This design comes from an exercise in tuning for small area and a short achievable clock period on the open sky130 flow, not from production work.
At most, simulation tests tie the RTL to the original design; equivalence was not proved.
Power and IR drop assume default switching activity.

==> flow/design.v (excerpt) <==
module umt_top #(
    parameter MAX_UMTS = 5,
    parameter MAX_LMTS = 5,
    parameter MAX_WIDTH = 64,
    parameter MAX_DEPTH = 512,
    parameter PMT_WIDTH = 32,
    parameter PMT_DEPTH = 32,
    parameter MAX_PMTS_PER_LMT = 8
) (
    input  wire                      clk,
    input  wire                      rst_n,
    input  wire                      umt_cfg_valid,
    input  wire                      umt_cfg_wr_en,
    input  wire [2:0]                umt_cfg_id,
    input  wire [15:0]               umt_cfg_width,
    input  wire [15:0]               umt_cfg_depth,
    input  wire                      umt_cfg_type,
    input  wire                      umt_map_trigger,
    input  wire                      entry_valid,
    input  wire [2:0]                entry_umt_id,
    input  wire [8:0]                entry_addr,
    input  wire [MAX_WIDTH-1:0]      entry_data,
    input  wire [MAX_WIDTH-1:0]      entry_mask,
    output wire                      map_done,
    output wire                      map_error,
    output wire [MAX_LMTS-1:0]       lmt_used,
    output wire [MAX_LMTS*8-1:0]     lmt_uid,
    output wire [MAX_LMTS*8-1:0]     lmt_internal_id,
    output wire [MAX_LMTS*2-1:0]     lmt_status_flag,
    output wire [MAX_LMTS*2-1:0]     lmt_width_gear,
    output wire [MAX_LMTS*3-1:0]     lmt_depth_gear,
    output wire                      lmt_entry_valid,
    output wire [2:0]                lmt_entry_id,
    output wire [8:0]                lmt_entry_addr,
    output wire [MAX_WIDTH-1:0]      lmt_entry_data,
    output wire [MAX_WIDTH-1:0]      lmt_entry_mask,
    output wire [7:0]                total_lmts_used,
    output wire [15:0]               total_pmts_needed
);
export LEC_CHECK = 0
export CAP_MARGIN = 20
export CORE_MARGIN = 2
export CORE_UTILIZATION = 60
export SLEW_MARGIN = 20
create_clock -name core_clock -period 120.0 [get_ports {clk}]
standard.sh (not shown) runs the stock make flow with config.mk's settings and CLKGATE_MAP_FILE= SYNTH_SCRIPT=/design/flow/synth_recipe.tcl, a recipe that flattens the netlist after the stock synthesis.
==> flow/flow/run.sh <==
#!/bin/bash
# Standard ORFS layout (the standard.sh) with these changes:
#  - port buffers are the smallest buffer cell (buf_1);
#  - clock tree: larger sink clusters of clkbuf_8, no dummy loads;
#  - repair aims at a setup slack of 93 ns (the I/O paths set the period);
#  - tie cells each drive up to 8 constant outputs instead of one each.
set -euo pipefail
here="$(cd "$(dirname "$0")" && pwd)"
export BUFFER_PORTS_ARGS="-buffer_cell sky130_fd_sc_hd__buf_1"
export CTS_ARGS="-sink_clustering_enable -repair_clock_nets -dont_use_dummy_load -buf_list sky130_fd_sc_hd__clkbuf_8 -sink_clustering_size 16 -sink_clustering_max_diameter 60"
export SETUP_SLACK_MARGIN=93
export SKIP_REPAIR_TIE_FANOUT=1
export POST_FLOORPLAN_TCL="$here/tie.tcl"
bash standard.sh > standard.log 2>&1
==> flow/flow/tie.tcl <==
# Split each tie cell's net so that one tie cell drives at most TIE_GROUP loads
# (the standard flow gives every load a tie cell of its own).
set tie_group 8
set block [ord::get_db_block]
set master [[ord::get_db] findMaster sky130_fd_sc_hd__conb_1]
set ties {}
foreach inst [$block getInsts] {
  if { [[$inst getMaster] getName] == "sky130_fd_sc_hd__conb_1" } { lappend ties $inst }
}
set k 0
foreach inst $ties {
  foreach pin {HI LO} {
    set it [$inst findITerm $pin]
    set net [$it getNet]
    if { $net == "NULL" } { continue }
    set loads {}
    foreach bt [$net getBTerms] { lappend loads [list b $bt] }
    foreach ld [$net getITerms] {
      if { [$ld getInst] != $inst } { lappend loads [list i $ld] }
    }
    set n [llength $loads]
    puts "tie [$inst getName]/$pin drives $n loads"
    for { set s $tie_group } { $s < $n } { incr s $tie_group } {
      incr k
      set ni [odb::dbInst_create $block $master "tie_split_$k"]
      set nn [odb::dbNet_create $block "tie_split_net_$k"]
      [$ni findITerm $pin] connect $nn
      foreach ld [lrange $loads $s [expr {$s + $tie_group - 1}]] {
        lassign $ld kind obj
        if { $kind == "b" } { $obj connect $nn } else { $obj disconnect; $obj connect $nn }
      }
    }
  }
}
puts "tie cells added: $k"
Next try:
--- a/flow/design.v
+++ b/flow/design.v
@@ -277,40 +277,39 @@
     reg       found;
     reg       taken;
     reg [2:0] t_id;
     reg [2:0] t_off;
     reg [2:0] o;
     reg [1:0] g;
     always @(*) begin
         taken = 1'b0;
         t_id = 3'd0;
-        o = 3'd0;
-        g = 2'd0;
+        t_off = 3'd0;
         for (n = 0; n < 5; n = n + 1) begin
             lt = en[n][4];
             eq = ~en[n][4];
             for (b = 3; b >= 0; b = b - 1) begin
                 lt = lt | (eq & ~entry_addr[5+b] & en[n][b]);
                 eq = eq & ~(entry_addr[5+b] ^ en[n][b]);
             end
             hit[n] = lu[n] & (lid[n*3 +: 3] == entry_umt_id) & lt;
+            g = ldg[n];
+            o[0] = (g != 2'd0) & (entry_addr[5] ^ st[n][0]);
+            o[1] = g[1] & (entry_addr[6] ^ st[n][1] ^ (~entry_addr[5] & st[n][0]));
+            o[2] = g[1] & g[0] & (entry_addr[7] ^ st[n][2] ^
+                   ((~entry_addr[6] & st[n][1]) | (~(entry_addr[6] ^ st[n][1]) & ~entry_addr[5] & st[n][0])));
             if (hit[n] && !taken) begin
                 taken = 1'b1;
                 t_id = n[2:0];
-                o = st[n][2:0];
-                g = ldg[n];
+                t_off = o;
             end
         end
         found = |hit;
-        t_off[0] = (g != 2'd0) & (entry_addr[5] ^ o[0]);
-        t_off[1] = g[1] & (entry_addr[6] ^ o[1] ^ (~entry_addr[5] & o[0]));
-        t_off[2] = g[1] & g[0] & (entry_addr[7] ^ o[2] ^
-                   ((~entry_addr[6] & o[1]) | (~(entry_addr[6] ^ o[1]) & ~entry_addr[5] & o[0])));
     end
     always @(posedge clk or negedge rst_n) begin
         if (!rst_n) begin
             e_v    <= 1'b0;
             e_id   <= 3'd0;
             e_addr <= 8'd0;
             e_data <= 64'd0;
             e_mask <= 64'd0;
         end else begin
After rerunning: Fmax climbs by 0.70%. Design area drops by 3.0%. Clock power climbs by about 2%. Setup slack gains 0.19 ns. Clock-buffer cell count does not change. Core utilization climbs by 0.26 points. Sequential power climbs by about 6%.
For the first run of this note, only the layout was checked, not whether the RTL still works.

-- afterwards: timing with drivers on the ports --
In the flow no input, the clock included, has a driving cell. The finished layouts below were timed again as built, in two steps. Step 1 sets driving cells, clkbuf_16 on the clock port and buf_2 on the other inputs (assumed; they add their load-dependent delay and slew). Step 2 adds t to the input delays and takes it off the output delays; t is the mean of the earliest and latest rising clock arrival at the registers after step 1. Input paths then give back, and output paths get back, about the clock's delay inside the block. a / b / c = ideal / step 1 / step 2; a / b = the first two.
| run | t (ns) | setup WS [ns] | worst hold slack (ns) | slew at the worst register clock pin (ns) |
|---|---|---|---|---|
| the first run | 0.567 | 93.044 / 93.061 / 92.494 | 0.468 / 0.468 / 0.468 | 0.10 / 0.10 |
| the second run | 0.583 | 93.232 / 93.237 / 92.654 | 0.485 / 0.485 / 0.485 | 0.11 / 0.11 |
After both steps setup and hold are still met in every run listed. For the second run, which loses most, drivers alone change the setup slack by +0.005 ns; drivers and shift together by -0.578 ns.
